Context: an optimization exercise on an open-source flow, tuned for small area. The choices shown serve that exercise and are no tape-out recipe.
In this exercise RTL edits were held to simulation tests only and were not proved equivalent to the original.
The flow treats the clock pin as an ideal source, which a real chip does not have.
Power is estimated from default activity; no workload was simulated.

## zinc
// processing_unit
module processing_unit(
    input clock,
    input reset,
    input start,
    output input_req,
    input [(6 - 1) : 0] input_val,
    input input_ready,
    input [(2 * 2 * 6 - 1) : 0] weight_vals,
    output [(6 - 1) : 0] output_val,
    output output_valid,
    output done
);
Settings: LEC_CHECK=0, CAP_MARGIN=20, CORE_AREA=2.3 2.72 59.8 59.84, DIE_AREA=0 0 62 62, SLEW_MARGIN=20; clock period 6.0 ns.
standard.sh (not shown) runs the stock make flow with config.mk's settings and CLKGATE_MAP_FILE= SYNTH_SCRIPT=/design/flow/synth_recipe.tcl, a recipe that flattens the netlist after the stock synthesis.
==> flow/flow/run.sh <==
#!/bin/bash
# The standard layout (standard.sh), with these changes:
# - synthesis is the standard one (synth_recipe.tcl and ORFS's synth.tcl) with
#   only the combinational mapping changed: no full/half-adder extraction
#   (ADDER_MAP_FILE empty) and an area-oriented ABC script. The synthesis is
#   tried with each script in flow/abc/ and the one giving the smallest cell
#   area is used. Registers are mapped before ABC runs, so they are the
#   standard ones;
# - port buffers are plain buf_1 cells;
# - the clock tree is CLKBUF_COUNT clock buffers built by
#   flow/cts_one_buffer.tcl in place of ORFS's CTS step.
# Each tool's output goes to a log file of its own in this folder.
set -euo pipefail
W=$PWD
export BUFFER_PORTS_ARGS="-buffer_cell sky130_fd_sc_hd__buf_1"

sed -e 's#log_cmd abc {\*}\$abc_args#set abc_args [lreplace $abc_args 1 1 $::env(AREA_ABC_SCRIPT)]\n  log_cmd abc {*}$abc_args#' \
  $FLOW_HOME/scripts/synth.tcl > $W/synth_area.tcl
grep -q AREA_ABC_SCRIPT $W/synth_area.tcl
sed -e "s#source \$::env(SCRIPTS_DIR)/synth.tcl#source $W/synth_area.tcl#" synth_recipe.tcl > $W/synth_recipe_area.tcl
grep -q synth_area.tcl $W/synth_recipe_area.tcl

# synth_area.sh WORK_HOME: standard.sh's make command with our synthesis script
make_synth() {
  sed -e "s#SYNTH_SCRIPT=[^ ]*#SYNTH_SCRIPT=$W/synth_recipe_area.tcl ADDER_MAP_FILE=#" \
      -e "s#WORK_HOME=[^ ]*#WORK_HOME=$1#" standard.sh > $2
  grep -q synth_recipe_area.tcl $2
}

best=""; best_area=""
for a in $W/flow/abc/*.abc; do
  n=$(basename $a .abc)
  make_synth $W/try_$n $W/try_$n.sh
  AREA_ABC_SCRIPT=$a bash $W/try_$n.sh synth > try_$n.log 2>&1 || continue
  area=$(grep "Chip area" $W/try_$n/reports/${FLOW_PLATFORM}/processing_unit/base/synth_stat.txt | awk '{print $NF}')
  echo "$n $area" >> synth_tries.log
  if [[ -z "$best" ]] || awk -v a="$area" -v b="$best_area" 'BEGIN{exit !(a < b)}'; then
    best=$a; best_area=$area
  fi
done
echo "chosen: $best $best_area" >> synth_tries.log
rm -rf $W/try_*/objects $W/try_*/results
make_synth $W/orfs $W/synth_area.sh
AREA_ABC_SCRIPT=$best bash $W/synth_area.sh synth > synth_area.log 2>&1

bash standard.sh place > standard_place.log 2>&1
R=orfs/results/${FLOW_PLATFORM}/processing_unit/base
export RESULTS_DIR=$W/$R
export CLKBUF_CELL=${CLKBUF_CELL:-sky130_fd_sc_hd__clkbuf_8}
export CLKBUF_COUNT=${CLKBUF_COUNT:-2}
openroad -no_init -exit flow/cts_one_buffer.tcl > cts_one_buffer.log 2>&1
cp $R/4_1_cts.odb $R/4_cts.odb
touch $R/4_cts.sdc
bash standard.sh finish > standard_finish.log 2>&1
==> flow/flow/cts_one_buffer.tcl <==
# Small clock tree: the clock port drives CLKBUF_COUNT clock buffers, each at
# the centre of its share of the registers (split by x position), and each
# buffer drives its registers' clock pins directly.
set plat $::env(FLOW_HOME)/platforms/$::env(FLOW_PLATFORM)
read_liberty $plat/lib/sky130_fd_sc_hd__tt_025C_1v80.lib
read_db $::env(RESULTS_DIR)/3_place.odb
read_sdc $::env(RESULTS_DIR)/3_place.sdc
source $plat/setRC.tcl

set block [ord::get_db_block]
set dbu [$block getDbUnitsPerMicron]
set k $::env(CLKBUF_COUNT)
set regs {}
foreach inst [$block getInsts] {
  if { [[$inst getMaster] isSequential] } {
    set bb [$inst getBBox]
    lappend regs [list [expr {([$bb xMin] + [$bb xMax]) / 2.0 / $dbu}] \
                       [expr {([$bb yMin] + [$bb yMax]) / 2.0 / $dbu}] [$inst getName]]
  }
}
set regs [lsort -real -index 0 $regs]
set n [llength $regs]
puts "registers: $n, clock buffers: $k"
# k-means on the register positions, seeded with strips sorted by x
for {set i 0} {$i < $n} {incr i} { set grp($i) [expr {$i * $k / $n}] }
for {set it 0} {$it < 20} {incr it} {
  for {set g 0} {$g < $k} {incr g} { set cx($g) 0.0; set cy($g) 0.0; set cn($g) 0 }
  for {set i 0} {$i < $n} {incr i} {
    set g $grp($i); set r [lindex $regs $i]
    set cx($g) [expr {$cx($g) + [lindex $r 0]}]; set cy($g) [expr {$cy($g) + [lindex $r 1]}]; incr cn($g)
  }
  for {set g 0} {$g < $k} {incr g} {
    if { $cn($g) > 0 } { set cx($g) [expr {$cx($g) / $cn($g)}]; set cy($g) [expr {$cy($g) / $cn($g)}] }
  }
  for {set i 0} {$i < $n} {incr i} {
    set r [lindex $regs $i]; set best -1; set bd 1e18
    for {set g 0} {$g < $k} {incr g} {
      if { $cn($g) == 0 } continue
      set d [expr {pow([lindex $r 0] - $cx($g), 2) + pow([lindex $r 1] - $cy($g), 2)}]
      if { $d < $bd } { set bd $d; set best $g }
    }
    set grp($i) $best
  }
}
for {set g 0} {$g < $k} {incr g} {
  set pins {}; set sx 0.0; set sy 0.0; set m 0
  for {set i 0} {$i < $n} {incr i} {
    if { $grp($i) != $g } continue
    set r [lindex $regs $i]
    set sx [expr {$sx + [lindex $r 0]}]; set sy [expr {$sy + [lindex $r 1]}]; incr m
    lappend pins [get_pins "[lindex $r 2]/CLK"]
  }
  if { $m == 0 } continue
  insert_buffer -buffer_cell $::env(CLKBUF_CELL) -net clock -load_pins $pins \
    -location [list [expr {$sx / $m}] [expr {$sy / $m}]] -buffer_name clkbuf_$g
}
set clkin [$block findNet clock]
$clkin setSigType CLOCK
foreach it [$clkin getITerms] {
  set buf [$it getInst]
  set net [[$buf findITerm X] getNet]
  $net setSigType CLOCK
  puts "clock buffer [$buf getName] ([[$buf getMaster] getName]) drives [llength [$net getITerms]] pins"
}
if { [llength [$clkin getITerms]] > $k || [llength [$clkin getITerms]] > 4 } { error "clock port drives [llength [$clkin getITerms]] pins" }

detailed_placement
check_placement -verbose
set_propagated_clock [all_clocks]
estimate_parasitics -placement
report_clock_skew
report_checks -path_delay min_max
report_check_types -max_slew -max_capacitance -violators
write_db $::env(RESULTS_DIR)/4_1_cts.odb
write_sdc -no_timestamp $::env(RESULTS_DIR)/4_cts.sdc
Other scripts of this flow, unchanged in this note and not shown: flow/flow/abc/s12.abc, flow/flow/abc/s18.abc, flow/flow/abc/s21.abc, flow/flow/abc/s22.abc, flow/flow/abc/s23.abc, flow/flow/abc/s24.abc, flow/flow/abc/s7.abc, flow/flow/abc/s9.abc
> inputs changed (zinc -> indigo)
Settings: putting PLACE_DENSITY at 0.9 where nothing was set.
diff --git a/flow/flow/run.sh b/flow/flow/run.sh
--- a/flow/flow/run.sh
+++ b/flow/flow/run.sh
@@ -5,5 +5,6 @@
 #   (ADDER_MAP_FILE empty) and an area-oriented ABC script. The synthesis is
-#   tried with each script in flow/abc/ and the one giving the smallest cell
-#   area is used. Registers are mapped before ABC runs, so they are the
-#   standard ones;
+#   tried with each script in flow/abc/ (some run ABC's &deepsyn with a fixed
+#   iteration limit and seed, so every script is deterministic) and the one
+#   giving the smallest cell area is used. Registers are mapped before ABC
+#   runs, so they are the standard ones;
 # - port buffers are plain buf_1 cells;
@@ -29,2 +30,15 @@
 
+# try each script, at most NUM_CORES at a time
+try_one() {
+  local a=$1 n
+  n=$(basename $a .abc)
+  make_synth $W/try_$n $W/try_$n.sh
+  AREA_ABC_SCRIPT=$a bash $W/try_$n.sh synth > try_$n.log 2>&1 || true
+}
+jobs_max=${NUM_CORES:-4}
+for a in $W/flow/abc/*.abc; do
+  while [[ $(jobs -rp | wc -l) -ge $jobs_max ]]; do sleep 1; done
+  try_one $a &
+done
+wait
 best=""; best_area=""
@@ -32,5 +46,5 @@
   n=$(basename $a .abc)
-  make_synth $W/try_$n $W/try_$n.sh
-  AREA_ABC_SCRIPT=$a bash $W/try_$n.sh synth > try_$n.log 2>&1 || continue
-  area=$(grep "Chip area" $W/try_$n/reports/${FLOW_PLATFORM}/processing_unit/base/synth_stat.txt | awk '{print $NF}')
+  f=$W/try_$n/reports/${FLOW_PLATFORM}/processing_unit/base/synth_stat.txt
+  [[ -f $f ]] || continue
+  area=$(grep "Chip area" $f | awk '{print $NF}')
   echo "$n $area" >> synth_tries.log
@@ -40,2 +54,3 @@
 done
+[[ -n "$best" ]] || best=$W/flow/abc/s9.abc
 echo "chosen: $best $best_area" >> synth_tries.log
@@ -48,4 +63,4 @@
 export RESULTS_DIR=$W/$R
-export CLKBUF_CELL=${CLKBUF_CELL:-sky130_fd_sc_hd__clkbuf_8}
-export CLKBUF_COUNT=${CLKBUF_COUNT:-2}
+export CLKBUF_CELL=${CLKBUF_CELL:-sky130_fd_sc_hd__clkbuf_16}
+export CLKBUF_COUNT=${CLKBUF_COUNT:-1}
 openroad -no_init -exit flow/cts_one_buffer.tcl > cts_one_buffer.log 2>&1
==> flow/flow/abc/sdB.abc (new file) <==
strash
&get -n
&deepsyn -J 200
&put
dch
amap
topo
stime -c
==> flow/flow/abc/sdS1.abc (new file) <==
strash
&get -n
&deepsyn -J 200 -S 1
&put
dch
amap
topo
stime -c
==> flow/flow/abc/sdS3.abc (new file) <==
strash
&get -n
&deepsyn -J 200 -S 3
&put
dch
amap
topo
stime -c
==> flow/flow/abc/sdS4.abc (new file) <==
strash
&get -n
&deepsyn -J 200 -S 4
&put
dch
amap
topo
stime -c
==> run summary <==
Summary of indigo over zinc: maximum frequency rose by 6.4%, relative contribution of combinational cells to total power fell by 5.2 points, final cycle utilization of the critical path fell by 3.0 points. Compared with zinc, indigo shows met1 track utilization from global routing lower by 2.9 points. Share of cell area taken by flip-flops and latches: lower on zinc. Cmp zinc and indigo / global-route wire length before repair / higher: zinc. indigo against zinc: width of the die barely changed, met3 wire length dropped about 28%, final cell count climbed 8. Summary of indigo over zinc: minimum setup slack in the final design saw an increase, sum of net half-perimeters after detailed placement saw a decrease.
Setup changes, indigo to juniper
Settings: clearing PLACE_DENSITY, which used to be 0.9.
diff --git a/flow/flow/run.sh b/flow/flow/run.sh
--- a/flow/flow/run.sh
+++ b/flow/flow/run.sh
@@ -63,4 +63,4 @@
 export RESULTS_DIR=$W/$R
-export CLKBUF_CELL=${CLKBUF_CELL:-sky130_fd_sc_hd__clkbuf_16}
-export CLKBUF_COUNT=${CLKBUF_COUNT:-1}
+export CLKBUF_CELL=${CLKBUF_CELL:-sky130_fd_sc_hd__clkbuf_8}
+export CLKBUF_COUNT=${CLKBUF_COUNT:-2}
 openroad -no_init -exit flow/cts_one_buffer.tcl > cts_one_buffer.log 2>&1
--- outcome ---
Sequential cell area of juniper is on par with indigo.
Looking at total via count after detailed routing, juniper sits 58 below indigo.
Changes observed in juniper relative to indigo: aggregate routed wire length fell about 1.5%, global-route met1 utilization rose 0.70 points, share of total power consumed by net switching fell 0.33 points.
As far as sequential share of cell area is concerned, indigo and juniper perform about the same.

-- port drivers added, routing unchanged --
The flow's constraints put no driver on any port. The routed layouts listed below were extracted and timed again, unchanged, in two steps. Step 1 sets driving cells, clkbuf_16 on the clock port and buf_2 on the other inputs (assumed; they add their load-dependent delay and slew). Step 2, shift: input delay + t, output delay - t, t = (earliest + latest rising clock arrival at the registers) / 2. This alone moves slack from input paths to output paths. Three values: ideal ports, drivers, drivers and shift; two values: the first two.
run	shift t [ns]	slack for setup (ns)	worst setup path at the end	clock arrival spread, ns	pins driven straight from the clock port
zinc	0.193	2.977 / 2.977 / 2.904	input to register	0.012 / 0.012	2
indigo	0.208	3.159 / 3.159 / 3.105	input to register	0.006 / 0.005	1
juniper	0.188	3.198 / 3.198 / 3.112	input to register	0.005 / 0.005	2
After both steps every run listed still meets setup and hold. For juniper, which loses most, drivers alone change the setup slack by 0.000 ns; drivers and shift together by -0.086 ns.
